This design comes from an exercise in tuning for small area on the open sky130 flow, not from production work. In this exercise RTL edits were held to simulation tests only and were not proved equivalent to the original. Power and IR drop assume default switching activity.

Design Snake, start of the top module:
module Snake(input up, input down, input left, input right, input reset, input clk,
output reg B, output reg R, output VS, output HS, output reg G, output [3:0] AN, output [6:0] seven,
input speed1, input speed2, input level1, input level2);
reg [9:0] hc_r, vc_r;    
wire [10:0] hc = {1'b0, hc_r};
wire [10:0] vc = {1'b0, vc_r};
reg blank, hs_r, vs_r;
assign HS = hs_r;
assign VS = vs_r;
wire h_end = (hc == 11'd800);
always @(posedge clk) begin
	if (reset) begin
		hc_r <= 10'd0; vc_r <= 10'd0; blank <= 1'b0; hs_r <= 1'b1; vs_r <= 1'b1;
	end else begin
		hc_r <= h_end ? 10'd0 : hc_r + 10'd1;
		if (h_end) vc_r <= (vc_r == 10'd525) ? 10'd0 : vc_r + 10'd1;
		blank <= ~(hc < 11'd640 && vc < 11'd480);
		hs_r <= ~(hc >= 11'd648 && hc < 11'd744);
		vs_r <= ~(vc >= 11'd482 && vc < 11'd484);
	end
end
wire vis = ~blank;
wire [8:0] hq = hc[10:2];
wire [1:0] hr = hc[1:0];
wire [8:0] vq = vc[10:2];
wire [1:0] vr = vc[1:0];
reg [18:0] slow_count;
reg slow_clk, slow_clk_d;
reg [1:0] level;
wire [18:0] slow_next = slow_count + 19'd1;
always @(posedge clk) begin
	if (reset) begin
		slow_count <= 19'd0; slow_clk <= 1'b0; slow_clk_d <= 1'b0;
	end else begin
		slow_count <= slow_next;
		case ({speed1,speed2})
		2'd0: slow_clk <= slow_next[18];
		2'd1: slow_clk <= slow_next[17];
		2'd2: slow_clk <= slow_next[16];
		default: slow_clk <= slow_next[15];
		endcase
		slow_clk_d <= slow_clk;
	end
	level <= {level1,level2};
end
wire move_en = slow_clk & ~slow_clk_d;
reg [3:0] d;           
reg [3:0] state, nstate;
reg lose;
always @(posedge clk) begin
	if (reset) begin
		d <= 4'd0; state <= 4'd0;
	end else if (lose) begin
		d <= 4'd0; state <= nstate;
	end else if (up & ~d[1]) begin
		d <= 4'b0001; state <= nstate;
	end else if (down & ~d[0]) begin
		d <= 4'b0010; state <= nstate;
	end else if (left & ~d[3]) begin
		d <= 4'b0100; state <= nstate;
	end else if (right & ~d[2]) begin
		d <= 4'b1000; state <= nstate;
	end
end
  ...
Settings: LEC_CHECK=0, ABC_AREA=1, CAP_MARGIN=20, CORE_MARGIN=2, CORE_UTILIZATION=60, CTS_BUF_LIST=sky130_fd_sc_hd__clkbuf_8, CTS_CLUSTER_SIZE=30, SLEW_MARGIN=20; clock period 12.0 ns.
standard.sh (not shown) runs the stock make flow with config.mk's settings and CLKGATE_MAP_FILE= SYNTH_SCRIPT=/design/flow/synth_recipe.tcl, a recipe that flattens the netlist after the stock synthesis.
==> flow/flow/run.sh <==
#!/bin/bash
# Layout flow: the standard synthesis, then the combinational logic between the
# registers is re-mapped with an area-oriented ABC script (registers, their names and
# cell types are kept as the standard synthesis made them), then the standard layout.
# Each tool's output goes to a log file of its own in the work folder.
set -euo pipefail
WORK=$(pwd)
R=$WORK/orfs/results/$FLOW_PLATFORM/Snake/base
LIB=$FLOW_HOME/platforms/$FLOW_PLATFORM/lib/sky130_fd_sc_hd__tt_025C_1v80.lib

bash standard.sh synth > $WORK/flow_synth.log 2>&1

cp $R/1_2_yosys.v $WORK/standard_1_2_yosys.v
sed -e "s#@LIB@#$LIB#g" -e "s#@IN@#$WORK/standard_1_2_yosys.v#g" -e "s#@OUT@#$WORK/reopt.v#g" \
    -e "s#@ABC@#$WORK/flow/area.abc#g" $WORK/flow/reopt.ys > $WORK/reopt_run.ys
yosys -s $WORK/reopt_run.ys > $WORK/flow_reopt.log 2>&1

cp $WORK/reopt.v $R/1_2_yosys.v
rm -f $R/1_synth.odb $R/1_synth.sdc
bash standard.sh finish > $WORK/flow_finish.log 2>&1
==> flow/flow/area.abc <==
strash; ifraig; scorr; dc2; strash; balance; rewrite; refactor; balance; rewrite; rewrite -z; balance; refactor -z; rewrite -z; balance; dch -f; amap; topo
Other scripts of this flow, unchanged in this note and not shown: flow/flow/reopt.ys
Then changed:
==> flow/flow/run.sh (replaced) <==
#!/bin/bash
# Layout flow: the standard synthesis; then the combinational logic between the
# registers is re-mapped with area-oriented ABC scripts (the registers, their names
# and cell types stay as the standard synthesis made them) and the smallest result is
# kept; then the standard layout, with a clock tree built from fewer, larger clusters.
# Each tool's output goes to a log file of its own in the work folder.
set -euo pipefail
WORK=$(pwd)
R=$WORK/orfs/results/$FLOW_PLATFORM/Snake/base
LIB=$FLOW_HOME/platforms/$FLOW_PLATFORM/lib/sky130_fd_sc_hd__tt_025C_1v80.lib

bash standard.sh synth > $WORK/flow_synth.log 2>&1
cp $R/1_2_yosys.v $WORK/standard_1_2_yosys.v

best=""; best_area=""
pids=()
for s in $WORK/flow/*.abc; do
  n=$(basename $s .abc)
  sed -e "s#@LIB@#$LIB#g" -e "s#@IN@#$WORK/standard_1_2_yosys.v#g" -e "s#@OUT@#$WORK/reopt_$n.v#g" \
      -e "s#@ABC@#$s#g" $WORK/flow/reopt.ys > $WORK/reopt_$n.ys
  ( timeout 1200 yosys -s $WORK/reopt_$n.ys > $WORK/flow_reopt_$n.log 2>&1 || true ) &
  pids+=($!)
done
for p in "${pids[@]}"; do wait $p || true; done
for s in $WORK/flow/*.abc; do
  n=$(basename $s .abc)
  f=$WORK/reopt_$n.v.after.stat
  [[ -s $WORK/reopt_$n.v && -f $f ]] || continue
  a=$(grep "Chip area for top module" $f | awk '{print $NF}')
  echo "$n $a" >> $WORK/reopt_areas.txt
  if [[ -z "$best_area" ]] || awk "BEGIN{exit !($a < $best_area)}"; then best=$n; best_area=$a; fi
done
echo "chosen: $best $best_area" >> $WORK/reopt_areas.txt
if [[ -n "$best" ]]; then
  cp $WORK/reopt_$best.v $R/1_2_yosys.v
  rm -f $R/1_synth.odb $R/1_synth.sdc
fi

if [[ -f $WORK/flow/cts_args.txt ]]; then
  export CTS_ARGS="$(cat $WORK/flow/cts_args.txt)"
fi
export BUFFER_PORTS_ARGS="-buffer_cell sky130_fd_sc_hd__buf_1"
bash standard.sh finish > $WORK/flow_finish.log 2>&1
==> flow/flow/cts_args.txt (new file) <==
-sink_clustering_enable -repair_clock_nets -dont_use_dummy_load -buf_list sky130_fd_sc_hd__clkbuf_8 -sink_clustering_size 18 -sink_clustering_max_diameter 50
==> flow/flow/k.abc (new file) <==
strash; ifraig; scorr; dc2; strash; balance; rewrite; refactor; balance; rewrite; rewrite -z; balance; refactor -z; rewrite -z; balance; dch -f; amap; topo
- CTS_BUF_LIST: sky130_fd_sc_hd__clkbuf_8 -> default
- CTS_CLUSTER_SIZE: 30 -> default
removed: flow/flow/area.abc
Result: The changed run passed the timing, DRC and antenna checks. Cell count drops by a few percent. First-iteration DRC count climbs by roughly a tenth. Global-route usage drops by 0.69 points. Wire length drops by a few percent. Die area is unchanged. Setup slack got worse by 0.089 ns. Count of clock-buffer cells in the layout drops by 70. Non-clock buffer count climbs by 1. Register-to-register slack got worse by 0.09 ns. Sequential power barely changes.


Starting RTL as in the previous note.
==> flow/design.v (excerpt) <==
module Snake(input up, input down, input left, input right, input reset, input clk,
output reg B, output reg R, output VS, output HS, output reg G, output [3:0] AN, output [6:0] seven,
input speed1, input speed2, input level1, input level2);
reg [9:0] hc_r, vc_r;    
wire [10:0] hc = {1'b0, hc_r};
wire [10:0] vc = {1'b0, vc_r};
reg blank, hs_r, vs_r;
assign HS = hs_r;
assign VS = vs_r;
wire h_end = (hc == 11'd800);
always @(posedge clk) begin
	if (reset) begin
		hc_r <= 10'd0; vc_r <= 10'd0; blank <= 1'b0; hs_r <= 1'b1; vs_r <= 1'b1;
	end else begin
		hc_r <= h_end ? 10'd0 : hc_r + 10'd1;
		if (h_end) vc_r <= (vc_r == 10'd525) ? 10'd0 : vc_r + 10'd1;
		blank <= ~(hc < 11'd640 && vc < 11'd480);
		hs_r <= ~(hc >= 11'd648 && hc < 11'd744);
		vs_r <= ~(vc >= 11'd482 && vc < 11'd484);
	end
end
wire vis = ~blank;
wire [8:0] hq = hc[10:2];
wire [1:0] hr = hc[1:0];
wire [8:0] vq = vc[10:2];
wire [1:0] vr = vc[1:0];
reg [18:0] slow_count;
reg slow_clk, slow_clk_d;
reg [1:0] level;
wire [18:0] slow_next = slow_count + 19'd1;
always @(posedge clk) begin
	if (reset) begin
		slow_count <= 19'd0; slow_clk <= 1'b0; slow_clk_d <= 1'b0;
	end else begin
		slow_count <= slow_next;
		case ({speed1,speed2})
		2'd0: slow_clk <= slow_next[18];
		2'd1: slow_clk <= slow_next[17];
		2'd2: slow_clk <= slow_next[16];
		default: slow_clk <= slow_next[15];
		endcase
		slow_clk_d <= slow_clk;
	end
	level <= {level1,level2};
end
wire move_en = slow_clk & ~slow_clk_d;
reg [3:0] d;           
reg [3:0] state, nstate;
reg lose;
always @(posedge clk) begin
	if (reset) begin
		d <= 4'd0; state <= 4'd0;
	end else if (lose) begin
		d <= 4'd0; state <= nstate;
	end else if (up & ~d[1]) begin
		d <= 4'b0001; state <= nstate;
	end else if (down & ~d[0]) begin
		d <= 4'b0010; state <= nstate;
	end else if (left & ~d[3]) begin
		d <= 4'b0100; state <= nstate;
	end else if (right & ~d[2]) begin
		d <= 4'b1000; state <= nstate;
	end
end
  ...
clock: 12.0 ns
lec_check: 0
abc_area: 1
cap_margin: 20
core_margin: 2
core_utilization: 60
slew_margin: 20
==> flow/flow/run.sh <==
#!/bin/bash
# Layout flow: the standard synthesis; then the combinational logic between the
# registers is re-mapped with area-oriented ABC scripts (the registers, their names
# and cell types stay as the standard synthesis made them) and the smallest result is
# kept; then the standard layout, with a clock tree built from fewer, larger clusters.
# Each tool's output goes to a log file of its own in the work folder.
set -euo pipefail
WORK=$(pwd)
R=$WORK/orfs/results/$FLOW_PLATFORM/Snake/base
LIB=$FLOW_HOME/platforms/$FLOW_PLATFORM/lib/sky130_fd_sc_hd__tt_025C_1v80.lib

bash standard.sh synth > $WORK/flow_synth.log 2>&1
cp $R/1_2_yosys.v $WORK/standard_1_2_yosys.v

best=""; best_area=""
pids=()
for s in $WORK/flow/*.abc; do
  n=$(basename $s .abc)
  sed -e "s#@LIB@#$LIB#g" -e "s#@IN@#$WORK/standard_1_2_yosys.v#g" -e "s#@OUT@#$WORK/reopt_$n.v#g" \
      -e "s#@ABC@#$s#g" $WORK/flow/reopt.ys > $WORK/reopt_$n.ys
  ( timeout 1200 yosys -s $WORK/reopt_$n.ys > $WORK/flow_reopt_$n.log 2>&1 || true ) &
  pids+=($!)
done
for p in "${pids[@]}"; do wait $p || true; done
for s in $WORK/flow/*.abc; do
  n=$(basename $s .abc)
  f=$WORK/reopt_$n.v.after.stat
  [[ -s $WORK/reopt_$n.v && -f $f ]] || continue
  a=$(grep "Chip area for top module" $f | awk '{print $NF}')
  echo "$n $a" >> $WORK/reopt_areas.txt
  if [[ -z "$best_area" ]] || awk "BEGIN{exit !($a < $best_area)}"; then best=$n; best_area=$a; fi
done
echo "chosen: $best $best_area" >> $WORK/reopt_areas.txt
if [[ -n "$best" ]]; then
  cp $WORK/reopt_$best.v $R/1_2_yosys.v
  rm -f $R/1_synth.odb $R/1_synth.sdc
fi

if [[ -f $WORK/flow/cts_args.txt ]]; then
  export CTS_ARGS="$(cat $WORK/flow/cts_args.txt)"
fi
export BUFFER_PORTS_ARGS="-buffer_cell sky130_fd_sc_hd__buf_1"
bash standard.sh finish > $WORK/flow_finish.log 2>&1
==> flow/flow/cts_args.txt <==
-sink_clustering_enable -repair_clock_nets -dont_use_dummy_load -buf_list sky130_fd_sc_hd__clkbuf_4 -sink_clustering_size 10 -sink_clustering_max_diameter 40
Other scripts of this flow, unchanged in this note and not shown: flow/flow/k.abc, flow/flow/reopt.ys
Next try:
--- a/flow/flow/run.sh
+++ b/flow/flow/run.sh
@@ -5 +5,2 @@
-# kept; then the standard layout, with a clock tree built from fewer, larger clusters.
+# kept; then the standard layout, with a clock tree built from fewer, larger clusters
+# and the smallest buffer on each port.
==> flow/flow/d2.abc (new file) <==
strash; ifraig; scorr; dc2; balance; rewrite; refactor; balance; rewrite; rewrite -z; balance; refactor -z; rewrite -z; balance; &get -n; &deepsyn -T 200 -S 2; &put; dch -f; amap; topo
==> flow/flow/d7.abc (new file) <==
strash; ifraig; scorr; dc2; balance; rewrite; refactor; balance; rewrite; rewrite -z; balance; refactor -z; rewrite -z; balance; &get -n; &deepsyn -T 200 -S 7; &put; dch -f; amap; topo
==> flow/flow/d8.abc (new file) <==
strash; ifraig; scorr; dc2; balance; rewrite; refactor; balance; rewrite; rewrite -z; balance; refactor -z; rewrite -z; balance; &get -n; &deepsyn -T 200 -S 8; &put; dch -f; amap; topo
==> flow/flow/d9.abc (new file) <==
strash; ifraig; scorr; dc2; balance; rewrite; refactor; balance; rewrite; rewrite -z; balance; refactor -z; rewrite -z; balance; &get -n; &deepsyn -T 200 -S 9; &put; strash; dc2; dch -f; amap; topo
Design area drops by 6.5%.
Worst setup slack gains 1.0 ns.
Non-clock buffer count fell by 9.
Sequential share of layout area goes up by 2.8 points.
Next try:
--- a/flow/flow/run.sh
+++ b/flow/flow/run.sh
@@ -5,2 +5 @@
-# kept; then the standard layout, with a clock tree built from fewer, larger clusters
-# and the smallest buffer on each port.
+# kept; then the standard layout, with a clock tree built from fewer, larger clusters.
@@ -43 +41,0 @@
-export BUFFER_PORTS_ARGS="-buffer_cell sky130_fd_sc_hd__buf_1"
==> flow/flow/cts_args.txt (replaced) <==
-sink_clustering_enable -repair_clock_nets -dont_use_dummy_load -buf_list sky130_fd_sc_hd__clkbuf_8 -sink_clustering_size 18 -sink_clustering_max_diameter 50
==> flow/flow/d1.abc (new file) <==
strash; ifraig; scorr; dc2; balance; rewrite; refactor; balance; rewrite; rewrite -z; balance; refactor -z; rewrite -z; balance; &get -n; &deepsyn -T 100 -S 1; &put; dch -f; amap; topo
==> flow/flow/d2.abc (replaced) <==
strash; ifraig; scorr; dc2; balance; rewrite; refactor; balance; rewrite; rewrite -z; balance; refactor -z; rewrite -z; balance; &get -n; &deepsyn -T 100 -S 2; &put; dch -f; amap; topo
==> flow/flow/d3.abc (new file) <==
strash; &get -n; &deepsyn -T 100 -S 3; &put; dch -f; amap; topo
removed: flow/flow/d7.abc
removed: flow/flow/d8.abc
removed: flow/flow/d9.abc
Sequential power stays flat.
Critical path depth grows by 3.
Fmax shrinks by 4.4%.
Clock-buffer cell count shrinks by 32.
Cell count grows by 1.1%.


Snake again, from the RTL that the note above started with.
clock: 12.0 ns
lec_check: 0
abc_area: 1
cap_margin: 20
core_margin: 2
core_utilization: 60
slew_margin: 20
==> flow/flow/run.sh <==
#!/bin/bash
# Layout flow: the standard synthesis; then the combinational logic between the
# registers is re-mapped with area-oriented ABC scripts (the registers, their names
# and cell types stay as the standard synthesis made them) and the smallest result is
# kept; then the standard layout, with a clock tree built from fewer, larger clusters.
# Each tool's output goes to a log file of its own in the work folder.
set -euo pipefail
WORK=$(pwd)
R=$WORK/orfs/results/$FLOW_PLATFORM/Snake/base
LIB=$FLOW_HOME/platforms/$FLOW_PLATFORM/lib/sky130_fd_sc_hd__tt_025C_1v80.lib

bash standard.sh synth > $WORK/flow_synth.log 2>&1
cp $R/1_2_yosys.v $WORK/standard_1_2_yosys.v

best=""; best_area=""
pids=()
for s in $WORK/flow/*.abc; do
  n=$(basename $s .abc)
  sed -e "s#@LIB@#$LIB#g" -e "s#@IN@#$WORK/standard_1_2_yosys.v#g" -e "s#@OUT@#$WORK/reopt_$n.v#g" \
      -e "s#@ABC@#$s#g" $WORK/flow/reopt.ys > $WORK/reopt_$n.ys
  ( timeout 1200 yosys -s $WORK/reopt_$n.ys > $WORK/flow_reopt_$n.log 2>&1 || true ) &
  pids+=($!)
done
for p in "${pids[@]}"; do wait $p || true; done
for s in $WORK/flow/*.abc; do
  n=$(basename $s .abc)
  f=$WORK/reopt_$n.v.after.stat
  [[ -s $WORK/reopt_$n.v && -f $f ]] || continue
  a=$(grep "Chip area for top module" $f | awk '{print $NF}')
  echo "$n $a" >> $WORK/reopt_areas.txt
  if [[ -z "$best_area" ]] || awk "BEGIN{exit !($a < $best_area)}"; then best=$n; best_area=$a; fi
done
echo "chosen: $best $best_area" >> $WORK/reopt_areas.txt
if [[ -n "$best" ]]; then
  cp $WORK/reopt_$best.v $R/1_2_yosys.v
  rm -f $R/1_synth.odb $R/1_synth.sdc
fi

if [[ -f $WORK/flow/cts_args.txt ]]; then
  export CTS_ARGS="$(cat $WORK/flow/cts_args.txt)"
fi
bash standard.sh finish > $WORK/flow_finish.log 2>&1
==> flow/flow/cts_args.txt <==
-sink_clustering_enable -repair_clock_nets -dont_use_dummy_load -buf_list sky130_fd_sc_hd__clkbuf_8 -sink_clustering_size 20 -sink_clustering_max_diameter 50
==> flow/flow/k.abc <==
strash; ifraig; scorr; dc2; strash; balance; rewrite; refactor; balance; rewrite; rewrite -z; balance; refactor -z; rewrite -z; balance; dch -f; amap; topo
Other scripts of this flow, unchanged in this note and not shown: flow/flow/reopt.ys
Next try:
==> flow/flow/run.sh (replaced) <==
#!/bin/bash
# Layout flow: the standard synthesis, then the combinational logic between the
# registers is re-mapped with an area-oriented ABC script (registers, their names and
# cell types are kept as the standard synthesis made them), then the standard layout.
# Each tool's output goes to a log file of its own in the work folder.
set -euo pipefail
WORK=$(pwd)
R=$WORK/orfs/results/$FLOW_PLATFORM/Snake/base
LIB=$FLOW_HOME/platforms/$FLOW_PLATFORM/lib/sky130_fd_sc_hd__tt_025C_1v80.lib

bash standard.sh synth > $WORK/flow_synth.log 2>&1

cp $R/1_2_yosys.v $WORK/standard_1_2_yosys.v
sed -e "s#@LIB@#$LIB#g" -e "s#@IN@#$WORK/standard_1_2_yosys.v#g" -e "s#@OUT@#$WORK/reopt.v#g" \
    -e "s#@ABC@#$WORK/flow/area.abc#g" $WORK/flow/reopt.ys > $WORK/reopt_run.ys
yosys -s $WORK/reopt_run.ys > $WORK/flow_reopt.log 2>&1

cp $WORK/reopt.v $R/1_2_yosys.v
rm -f $R/1_synth.odb $R/1_synth.sdc
bash standard.sh finish > $WORK/flow_finish.log 2>&1
==> flow/flow/area.abc (new file) <==
strash; ifraig; scorr; dc2; strash; balance; rewrite; refactor; balance; rewrite; rewrite -z; balance; refactor -z; rewrite -z; balance; dch -f; amap; topo
Settings changed: CTS_BUF_LIST set to sky130_fd_sc_hd__clkbuf_4, CTS_CLUSTER_SIZE set to 20.
removed: flow/flow/cts_args.txt
removed: flow/flow/k.abc
The changed run passed the timing, DRC and antenna checks.
Core utilization rises by 2.7 points.
Wire length rises by about 1.8%.
Clock power rises by 72%.
Next try:
==> flow/flow/run.sh (replaced) <==
#!/bin/bash
# Layout flow: the standard synthesis; then the combinational logic between the
# registers is re-mapped with area-oriented ABC scripts (the registers, their names
# and cell types stay as the standard synthesis made them) and the smallest result is
# kept; then the standard layout, with a clock tree built from fewer, larger clusters.
# Each tool's output goes to a log file of its own in the work folder.
set -euo pipefail
WORK=$(pwd)
R=$WORK/orfs/results/$FLOW_PLATFORM/Snake/base
LIB=$FLOW_HOME/platforms/$FLOW_PLATFORM/lib/sky130_fd_sc_hd__tt_025C_1v80.lib

bash standard.sh synth > $WORK/flow_synth.log 2>&1
cp $R/1_2_yosys.v $WORK/standard_1_2_yosys.v

best=""; best_area=""
pids=()
for s in $WORK/flow/*.abc; do
  n=$(basename $s .abc)
  sed -e "s#@LIB@#$LIB#g" -e "s#@IN@#$WORK/standard_1_2_yosys.v#g" -e "s#@OUT@#$WORK/reopt_$n.v#g" \
      -e "s#@ABC@#$s#g" $WORK/flow/reopt.ys > $WORK/reopt_$n.ys
  ( timeout 1200 yosys -s $WORK/reopt_$n.ys > $WORK/flow_reopt_$n.log 2>&1 || true ) &
  pids+=($!)
done
for p in "${pids[@]}"; do wait $p || true; done
for s in $WORK/flow/*.abc; do
  n=$(basename $s .abc)
  f=$WORK/reopt_$n.v.after.stat
  [[ -s $WORK/reopt_$n.v && -f $f ]] || continue
  a=$(grep "Chip area for top module" $f | awk '{print $NF}')
  echo "$n $a" >> $WORK/reopt_areas.txt
  if [[ -z "$best_area" ]] || awk "BEGIN{exit !($a < $best_area)}"; then best=$n; best_area=$a; fi
done
echo "chosen: $best $best_area" >> $WORK/reopt_areas.txt
if [[ -n "$best" ]]; then
  cp $WORK/reopt_$best.v $R/1_2_yosys.v
  rm -f $R/1_synth.odb $R/1_synth.sdc
fi

if [[ -f $WORK/flow/cts_args.txt ]]; then
  export CTS_ARGS="$(cat $WORK/flow/cts_args.txt)"
fi
export BUFFER_PORTS_ARGS="-buffer_cell sky130_fd_sc_hd__buf_1"
bash standard.sh finish > $WORK/flow_finish.log 2>&1
==> flow/flow/cts_args.txt (new file) <==
-sink_clustering_enable -repair_clock_nets -dont_use_dummy_load -buf_list sky130_fd_sc_hd__clkbuf_8 -sink_clustering_size 24 -sink_clustering_max_diameter 45
==> flow/flow/k.abc (new file) <==
strash; ifraig; scorr; dc2; strash; balance; rewrite; refactor; balance; rewrite; rewrite -z; balance; refactor -z; rewrite -z; balance; dch -f; amap; topo
Settings changed: CTS_BUF_LIST sky130_fd_sc_hd__clkbuf_4 to not set, CTS_CLUSTER_SIZE 20 to not set.
removed: flow/flow/area.abc
Effect: Final area decreases by 4.0%. Count of clock-buffer cells in the layout goes down by 155. Sequential power hardly moves. Final cell count fell by 4.7%. Die area stays the same. Worst setup slack loses 31 ps. Non-clock buffer count does not change. Synthesized area is unchanged. Global-route usage is lower by 0.98 points. Power came out lower by 15%.
Next try:
--- a/flow/flow/run.sh
+++ b/flow/flow/run.sh
@@ -4,3 +4,4 @@
 # and cell types stay as the standard synthesis made them) and the smallest result is
-# kept; then the standard layout, with a clock tree built from fewer, larger clusters.
+# kept; then the standard layout, with a clock tree built from fewer, larger clusters
+# and the smallest buffer on each port.
 # Each tool's output goes to a log file of its own in the work folder.
==> flow/flow/cts_args.txt (replaced) <==
-sink_clustering_enable -repair_clock_nets -dont_use_dummy_load -buf_list sky130_fd_sc_hd__clkbuf_8 -sink_clustering_size 18 -sink_clustering_max_diameter 50
==> flow/flow/d1.abc (new file) <==
strash; ifraig; scorr; dc2; balance; rewrite; refactor; balance; rewrite; rewrite -z; balance; refactor -z; rewrite -z; balance; &get -n; &deepsyn -T 150 -S 1; &put; dch -f; amap; topo
==> flow/flow/d2.abc (new file) <==
strash; ifraig; scorr; dc2; balance; rewrite; refactor; balance; rewrite; rewrite -z; balance; refactor -z; rewrite -z; balance; &get -n; &deepsyn -T 150 -S 2; &put; dch -f; amap; topo
==> flow/flow/d3.abc (new file) <==
strash; &get -n; &deepsyn -T 150 -S 3; &put; dch -f; amap; topo
==> flow/flow/d4.abc (new file) <==
strash; ifraig; scorr; dc2; balance; rewrite; refactor; balance; rewrite; rewrite -z; balance; refactor -z; rewrite -z; balance; &get -n; &deepsyn -T 150 -S 4; &put; strash; dc2; dch -f; amap; topo
After rerunning:
- The new run completed with no timing, DRC or antenna violations
- via count decreases by 7.0%
- count of clock-buffer cells in the layout decreases by 10
- final cell count decreases by 7.3%
- design area decreases by 5.8%
- setup slack gains 270 ps
- global-route usage increases by 0.36 points
- synthesized area decreases by 5.4%
- sequential share of layout area increases by 2.5 points
Next try:
--- a/flow/flow/run.sh
+++ b/flow/flow/run.sh
@@ -4,4 +4,3 @@
 # and cell types stay as the standard synthesis made them) and the smallest result is
-# kept; then the standard layout, with a clock tree built from fewer, larger clusters
-# and the smallest buffer on each port.
+# kept; then the standard layout, with a clock tree built from fewer, larger clusters.
 # Each tool's output goes to a log file of its own in the work folder.
Settings changed: CORE_UTILIZATION 60 to 75.
removed: flow/flow/d1.abc
removed: flow/flow/d2.abc
removed: flow/flow/d3.abc
removed: flow/flow/d4.abc
The new run passed the timing, DRC and antenna checks.
Worst setup slack gets worse by 110 ps.
Wire length increases by 3.1%.
Maximum frequency decreases by 1.6%.
Die area decreases by 15%.
Synthesized cell count increases by 7.7%.

-- re-timing with driven ports --
The flow's constraints put no driver on any port. The routed layouts listed below were extracted and timed again, unchanged, in two steps.
Step 1 sets driving cells, clkbuf_16 on the clock port and buf_2 on the other inputs (assumed; they add their load-dependent delay and slew).
Step 2 times the ports against the registers' clock, not the clock port: input delays grow and output delays shrink by t, the midpoint of the rising clock arrivals with the driver on.
Three values: ideal, step 1, step 2; two values: the first two.
run	t (ns)	slack for setup (ns)	pins driven straight from the clock port
the first run of note 1	0.747	5.206 / 5.206 / 5.206	1
the second run of note 1	0.710	5.117 / 5.117 / 5.117	1
the first run of note 2	0.848	5.158 / 5.158 / 5.158	1
the second run of note 2	0.860	6.186 / 6.186 / 6.014	1
the third run of note 2	0.711	5.918 / 5.918 / 5.918	1
the first run of note 3	0.715	5.230 / 5.230 / 5.230	1
the second run of note 3	1.044	5.175 / 5.175 / 5.175	1
the third run of note 3	0.724	5.144 / 5.144 / 5.144	1
the fourth run of note 3	0.720	5.409 / 5.409 / 4.796	1
the fifth run of note 3	0.693	5.300 / 5.300 / 5.300	1
After both steps every run listed still meets setup and hold. For the fourth run of note 3, which loses most, drivers alone change the setup slack by 0.000 ns; drivers and shift together by -0.613 ns.
